Background: an optimization exercise with open tools, aiming at small area and a short achievable clock period. Do not read the settings as production practice. At most, simulation tests tie the RTL to the original design; equivalence was not proved. The clock port is modelled as an ideal driver, which makes a skipped or thinned clock tree look cheaper than it is; a real chip needs a root buffer or a tree. Power and IR drop assume default switching activity.

## Router_Top_Level_1x3
module Router_Top_Level_1x3(clock,resetn,read_enb_0,read_enb_1,read_enb_2,data_in,pkt_valid,data_out_0,data_out_1,data_out_2,valid_out_0,valid_out_1,valid_out_2,error,busy);
==> flow/config.mk <==
export PLATFORM = sky130hd
export DESIGN_NAME = Router_Top_Level_1x3
export DESIGN_NICKNAME = Router_Top_Level_1x3
export VERILOG_FILES = /design/flow/design.v
export SDC_FILE = /design/flow/constraint.sdc
export NUM_CORES = 4
export LEC_CHECK = 0
export CAP_MARGIN = 20
export CORE_MARGIN = 2
export CORE_UTILIZATION = 55
export PLACE_DENSITY = 0.65
export SETUP_SLACK_MARGIN = 3.4
export SLEW_MARGIN = 20
export SYNTH_HIERARCHICAL = 1
export SYNTH_MINIMUM_KEEP_SIZE = 0
==> flow/constraint.sdc <==
create_clock -name core_clock -period 5.0 [get_ports {clock}]
set_input_delay 1.0000 -clock core_clock [delete_from_list [all_inputs] [get_ports {clock}]]
set_output_delay 1.0000 -clock core_clock [all_outputs]
set_load 0.01 [all_outputs]
standard.sh (not shown) runs the stock make flow with config.mk's settings and CLKGATE_MAP_FILE= SYNTH_SCRIPT=/design/flow/synth_recipe.tcl, a recipe that flattens the netlist after the stock synthesis.
==> flow/flow/run.sh <==
#!/bin/bash
# Standard ORFS layout, except that the clock tree is a hand-built two-level
# inverter tree (flow/cts_hook.tcl) instead of TritonCTS's buffer H-tree, and
# the port buffers start as buf_4 instead of the smallest buffer.
set -euo pipefail
work=$(pwd)
bash standard.sh PRE_CTS_TCL="$work/flow/cts_hook.tcl" \
  BUFFER_PORTS_ARGS="-buffer_cell sky130_fd_sc_hd__buf_4" finish > "$work/standard.log" 2>&1
Other scripts of this flow, unchanged in this note and not shown: flow/flow/cts_hook.tcl
Next try:
Settings changed: SETUP_SLACK_MARGIN 3.4 to 3.29.
- routed wire length fell by 4.7%
- sequential power is about the same
- setup slack got worse by 0.0042 ns
- area after synthesis does not change
- critical path depth is lower by 8
- flip-flop and latch count does not change
- fmax hardly moves
- clock power is about the same
- final cell count goes down by about 3.5%
Next try:
Settings changed: PLACE_DENSITY 0.65 to 0.8, SETUP_SLACK_MARGIN 3.29 to 3.3.
=>
- The new run ran to the end with no violations
- register-to-register slack got worse by 0.03 ns
- die area is unchanged
- combinational power is higher by a few percent
- wire length came out higher slightly
Next try:
Settings changed: GPL_ROUTABILITY_DRIVEN from default to 0, PLACE_DENSITY 0.8 to 0.65.
Result:
- area after synthesis is unchanged
- critical path depth went down by 7
- worst setup slack improves by 0.031 ns
Next try:
--- a/flow/flow/run.sh
+++ b/flow/flow/run.sh
@@ -4 +4 @@
-# the port buffers start as buf_4 instead of the smallest buffer.
+# the port buffers start as buf_6 instead of the smallest buffer.
@@ -8 +8 @@
-  BUFFER_PORTS_ARGS="-buffer_cell sky130_fd_sc_hd__buf_4" finish > "$work/standard.log" 2>&1
+  BUFFER_PORTS_ARGS="-buffer_cell sky130_fd_sc_hd__buf_6" finish > "$work/standard.log" 2>&1
Settings changed: GPL_ROUTABILITY_DRIVEN 0 to default.
The new run went through all stages and came out clean.
Wire length rose slightly.
Final area rose slightly.
Area after synthesis stays the same.
Total power is about the same.
Die area is unchanged.
Worst hold slack loses 0.0067 ns.
Via count rose slightly.
Worst setup slack loses 0.069 ns.
Maximum frequency fell by a few percent.
Global-route usage is about the same.
First-iteration DRC count rose by a few percent.
No run of this note takes its clock network from TritonCTS; it comes from the design's own scripts or RTL.


the baseline:
Another version of the RTL of Router_Top_Level_1x3 (not shown whole).
For scale: ~1200 cells after synthesis, roughly 43 I/O pins, about 19000 µm² of cells after synthesis.
clock: 5.0 ns
lec_check: 0
cap_margin: 20
core_margin: 2
core_utilization: 55
place_density: 0.65
setup_slack_margin: 3.38
slew_margin: 20
synth_hierarchical: 1
synth_minimum_keep_size: 0
==> flow/flow/run.sh <==
#!/bin/bash
# Standard ORFS layout, except that the clock tree is a hand-built two-level
# inverter tree (flow/cts_hook.tcl) instead of TritonCTS's buffer H-tree, and
# the port buffers start as buf_4 instead of the smallest buffer.
set -euo pipefail
work=$(pwd)
bash standard.sh PRE_CTS_TCL="$work/flow/cts_hook.tcl" \
  BUFFER_PORTS_ARGS="-buffer_cell sky130_fd_sc_hd__buf_4" finish > "$work/standard.log" 2>&1
Other scripts of this flow, unchanged in this note and not shown: flow/flow/cts_hook.tcl
[inputs] the candidate vs the baseline
Settings: changing SETUP_SLACK_MARGIN from 3.38 to 3.33.
[summary]
Between the baseline and the candidate, worst setup slack increased. Between the baseline and the candidate, sequential share of power is lower for the baseline, the candidate comes in above that. Delta (the candidate minus the baseline): first-pass GRT wire length now smaller, routed wire length now smaller. Comparing the candidate with the baseline, the clock insertion delay at the later pin of the skew report came out essentially unchanged. For the baseline, the endpoint of the most critical setup path was register.data_out[0], unlike the candidate, where it was register.data_out[3].
No functional check of the RTL was part of any run of this note. No run of this note takes its clock network from TritonCTS; it comes from the design's own scripts or RTL.


Router_Top_Level_1x3 with an RTL version that a note above also has.
For scale: roughly 1200 cells after synthesis, ~490 flip-flops, ~43 I/O pins, roughly 0.019 sq mm of cells after synthesis.
==> flow/config.mk <==
export PLATFORM = sky130hd
export DESIGN_NAME = Router_Top_Level_1x3
export DESIGN_NICKNAME = Router_Top_Level_1x3
export VERILOG_FILES = /design/flow/design.v
export SDC_FILE = /design/flow/constraint.sdc
export NUM_CORES = 4
export LEC_CHECK = 0
export CAP_MARGIN = 20
export CORE_MARGIN = 2
export CORE_UTILIZATION = 55
export PLACE_DENSITY = 0.65
export SETUP_SLACK_MARGIN = 3.32
export SLEW_MARGIN = 20
export SYNTH_HIERARCHICAL = 1
export SYNTH_MINIMUM_KEEP_SIZE = 0
==> flow/constraint.sdc <==
create_clock -name core_clock -period 5.0 [get_ports {clock}]
set_input_delay 1.0000 -clock core_clock [delete_from_list [all_inputs] [get_ports {clock}]]
set_output_delay 1.0000 -clock core_clock [all_outputs]
set_load 0.01 [all_outputs]
==> flow/flow/cts_hook.tcl <==
proc cell_out { master } {
  foreach mt [$master getMTerms] {
    if {[$mt getIoType] eq "OUTPUT"} { return [$mt getName] }
  }
}
proc build_clock_tree { rows cols leaf_master root_master } {
  set db [ord::get_db]
  set block [ord::get_db_block]
  set clk [$block findNet clock]
  set sinks {}
  foreach it [$clk getITerms] {
    set bb [[$it getInst] getBBox]
    lappend sinks [list $it [expr {([$bb xMin] + [$bb xMax]) / 2}] [expr {([$bb yMin] + [$bb yMax]) / 2}]]
  }
  set n [llength $sinks]
  set lm [$db findMaster $leaf_master]
  set rm [$db findMaster $root_master]
  set lo [cell_out $lm]
  set ro [cell_out $rm]
  set nroot [expr {($rows > 1 ? 2 : 1) * ($cols > 1 ? 2 : 1)}]
  for {set q 0} {$q < $nroot} {incr q} {
    set rootnet($q) [odb::dbNet_create $block clknet_root_$q]
    $rootnet($q) setSigType CLOCK
    set qx($q) 0; set qy($q) 0; set qn($q) 0
  }
  set sinks [lsort -integer -index 2 $sinks]
  set i 0
  for {set r 0} {$r < $rows} {incr r} {
    set row [lsort -integer -index 1 [lrange $sinks [expr {$r * $n / $rows}] [expr {($r + 1) * $n / $rows - 1}]]]
    set m [llength $row]
    for {set c 0} {$c < $cols} {incr c} {
      set g [lrange $row [expr {$c * $m / $cols}] [expr {($c + 1) * $m / $cols - 1}]]
      set gx 0; set gy 0
      foreach s $g { incr gx [lindex $s 1]; incr gy [lindex $s 2] }
      set gx [expr {$gx / [llength $g]}]
      set gy [expr {$gy / [llength $g]}]
      set q [expr {($rows > 1 && $r >= $rows / 2 ? 2 : 0) + ($cols > 1 && $c >= $cols / 2 ? 1 : 0)}]
      if {$nroot == 2 && $rows == 1} { set q [expr {$c >= $cols / 2}] }
      incr qx($q) $gx; incr qy($q) $gy; incr qn($q)
      set buf [odb::dbInst_create $block $lm clkbuf_leaf_$i]
      set net [odb::dbNet_create $block clknet_leaf_$i]
      $net setSigType CLOCK
      $buf setLocation [expr {$gx - [$lm getWidth] / 2}] [expr {$gy - [$lm getHeight] / 2}]
      $buf setPlacementStatus PLACED
      [$buf findITerm A] connect $rootnet($q)
      [$buf findITerm $lo] connect $net
      foreach s $g {
        set it [lindex $s 0]
        $it disconnect
        $it connect $net
      }
      incr i
    }
  }
  for {set q 0} {$q < $nroot} {incr q} {
    set root [odb::dbInst_create $block $rm clkbuf_root_$q]
    set cx [expr {$qx($q) / $qn($q)}]; set cy [expr {$qy($q) / $qn($q)}]
    $root setLocation [expr {$cx - [$rm getWidth] / 2}] [expr {$cy - [$rm getHeight] / 2}]
    $root setPlacementStatus PLACED
    [$root findITerm A] connect $clk
    [$root findITerm $ro] connect $rootnet($q)
  }
  puts "clock tree: $n sinks, $i leaves, $nroot roots"
}

# Sourced by ORFS cts.tcl as PRE_CTS_TCL: the clock tree is built by
# build_clock_tree above in place of TritonCTS; the rest of cts.tcl (legalizing,
# timing repair) runs unchanged. The tree has no inverter that
# repair_clock_inverters should clone, so that step is skipped.
rename repair_clock_inverters orfs_repair_clock_inverters
proc repair_clock_inverters { args } {}
rename clock_tree_synthesis orfs_clock_tree_synthesis
proc clock_tree_synthesis { args } {
  build_clock_tree 4 4 sky130_fd_sc_hd__inv_12 sky130_fd_sc_hd__inv_16
  set_propagated_clock [all_clocks]
}
Scripts as last shown in full above: flow/flow/run.sh
Then changed:
- SETUP_SLACK_MARGIN: 3.32 -> 3.35
What happened: The changed run finished with timing, DRC and antenna clean; clock power hardly moves; fmax hardly moves; routed wire length grows by 1.4%; combinational power grows by about 7%.
Then changed:
--- a/flow/flow/cts_hook.tcl
+++ b/flow/flow/cts_hook.tcl
@@ -72,5 +72,5 @@
 rename clock_tree_synthesis orfs_clock_tree_synthesis
 proc clock_tree_synthesis { args } {
-  build_clock_tree 4 4 sky130_fd_sc_hd__inv_12 sky130_fd_sc_hd__inv_16
+  build_clock_tree 4 6 sky130_fd_sc_hd__inv_12 sky130_fd_sc_hd__inv_16
   set_propagated_clock [all_clocks]
 }
- SETUP_SLACK_MARGIN: 3.35 -> 3.3
Cell area went down by a few percent.
Critical path depth falls by 2.
Sequential power stays flat.
Die area stays the same.
Wire length went down by a few percent.
Cell count shrinks slightly.
First-iteration DRC count rose by roughly a tenth.
Setup slack improves by 20 ps.
Total power went up by a few percent.
Utilization drops by 2.3 points.
Then changed:
--- a/flow/flow/cts_hook.tcl
+++ b/flow/flow/cts_hook.tcl
@@ -72,5 +72,5 @@
 rename clock_tree_synthesis orfs_clock_tree_synthesis
 proc clock_tree_synthesis { args } {
-  build_clock_tree 4 6 sky130_fd_sc_hd__inv_12 sky130_fd_sc_hd__inv_16
+  build_clock_tree 4 4 sky130_fd_sc_hd__inv_12 sky130_fd_sc_hd__inv_16
   set_propagated_clock [all_clocks]
 }
- SETUP_SLACK_MARGIN: 3.3 -> 3.31
The changed run went through all stages and came out clean.
Power drops by 3.2%.
Hold slack is better by 16 ps.
Die area is unchanged.
Maximum frequency stays flat.
Core utilization is higher by 0.16 points.
Then changed:
- CORE_UTILIZATION: 55 -> 60
- SETUP_SLACK_MARGIN: 3.31 -> 3.3
Result: The changed run ran to the end with no violations. Register-to-register slack degrades by 50 ps. Clock skew stays flat. Wire length shrinks by 1.5%. Power shrinks by 0.34%. Via count shrinks by 0.85%. Sequential share of layout area grows by 0.14 points. Worst setup slack degrades by 26 ps. Hold slack degrades by 6.3 ps. Clock power hardly moves. Sequential power hardly moves.
Then changed:
--- a/flow/flow/cts_hook.tcl
+++ b/flow/flow/cts_hook.tcl
@@ -72,5 +72,5 @@
 rename clock_tree_synthesis orfs_clock_tree_synthesis
 proc clock_tree_synthesis { args } {
-  build_clock_tree 4 4 sky130_fd_sc_hd__inv_12 sky130_fd_sc_hd__inv_16
+  build_clock_tree 4 4 sky130_fd_sc_hd__clkinv_8 sky130_fd_sc_hd__clkinv_16
   set_propagated_clock [all_clocks]
 }
- CORE_UTILIZATION: 60 -> 55
What happened: Final cell count grows by a few percent. Routed wire length grows slightly. First-iteration DRC count shrinks slightly. Synthesized cell count is unchanged. Clock skew hardly moves. Power shrinks slightly.
In every run of this note, the design's own scripts or RTL, not TritonCTS, make the clock network.

re-timing with driven ports:
How much do the figures lean on ideal ports? The routed layouts below were timed once more, with nothing changed but the port constraints. Step 1 (the two cells are an assumption about what drives the block):
set clk [get_ports {clock}]
set_driving_cell -lib_cell sky130_fd_sc_hd__clkbuf_16 $clk
set_driving_cell -lib_cell sky130_fd_sc_hd__buf_2 [delete_from_list [all_inputs] $clk]
Step 2 also shifts input and output timing later by t, the mid clock arrival at the registers, as if the neighbouring blocks saw the same clock. Three values: no drivers, after step 1, after step 2; two values: the first two.
| run | t (ns) | setup slack, ns | worst setup path after step 2 | latest minus earliest clock arrival (ns) | pins driven straight from the clock port |
|---|---|---|---|---|---|
| the first run of note 1 | 0.382 | 3.322 / 3.114 / 3.198 | input to register | 0.012 / 0.013 | 4 |
| the second run of note 1 | 0.376 | 3.318 / 3.106 / 3.123 | input to register | 0.017 / 0.017 | 4 |
| the third run of note 1 | 0.370 | 3.298 / 3.118 / 3.101 | input to register | 0.021 / 0.021 | 4 |
| the fourth run of note 1 | 0.374 | 3.329 / 3.118 / 3.134 | input to register | 0.015 / 0.015 | 4 |
| the fifth run of note 1 | 0.376 | 3.260 / 3.104 / 3.067 | input to register | 0.019 / 0.018 | 4 |
| the baseline | 0.386 | 3.274 / 3.110 / 3.158 | input to register | 0.019 / 0.020 | 4 |
| the candidate | 0.379 | 3.304 / 3.123 / 3.148 | input to register | 0.015 / 0.015 | 4 |
| the first run of note 3 | 0.379 | 3.306 / 3.112 / 3.119 | input to register | 0.016 / 0.015 | 4 |
| the second run of note 3 | 0.379 | 3.307 / 3.108 / 3.137 | input to register | 0.027 / 0.026 | 4 |
| the third run of note 3 | 0.378 | 3.326 / 3.113 / 3.131 | input to register | 0.015 / 0.014 | 4 |
| the fourth run of note 3 | 0.379 | 3.324 / 3.110 / 3.127 | input to register | 0.014 / 0.016 | 4 |
| the fifth run of note 3 | 0.369 | 3.298 / 3.111 / 3.145 | input to register | 0.018 / 0.018 | 4 |
| the sixth run of note 3 | 0.424 | 3.313 / 3.076 / 3.107 | input to register | 0.021 / 0.022 | 4 |
After both steps every run listed still meets setup and hold. The setup slack of the sixth run of note 3, which loses most, moves by -0.237 ns with the drivers and by -0.206 ns with both steps.
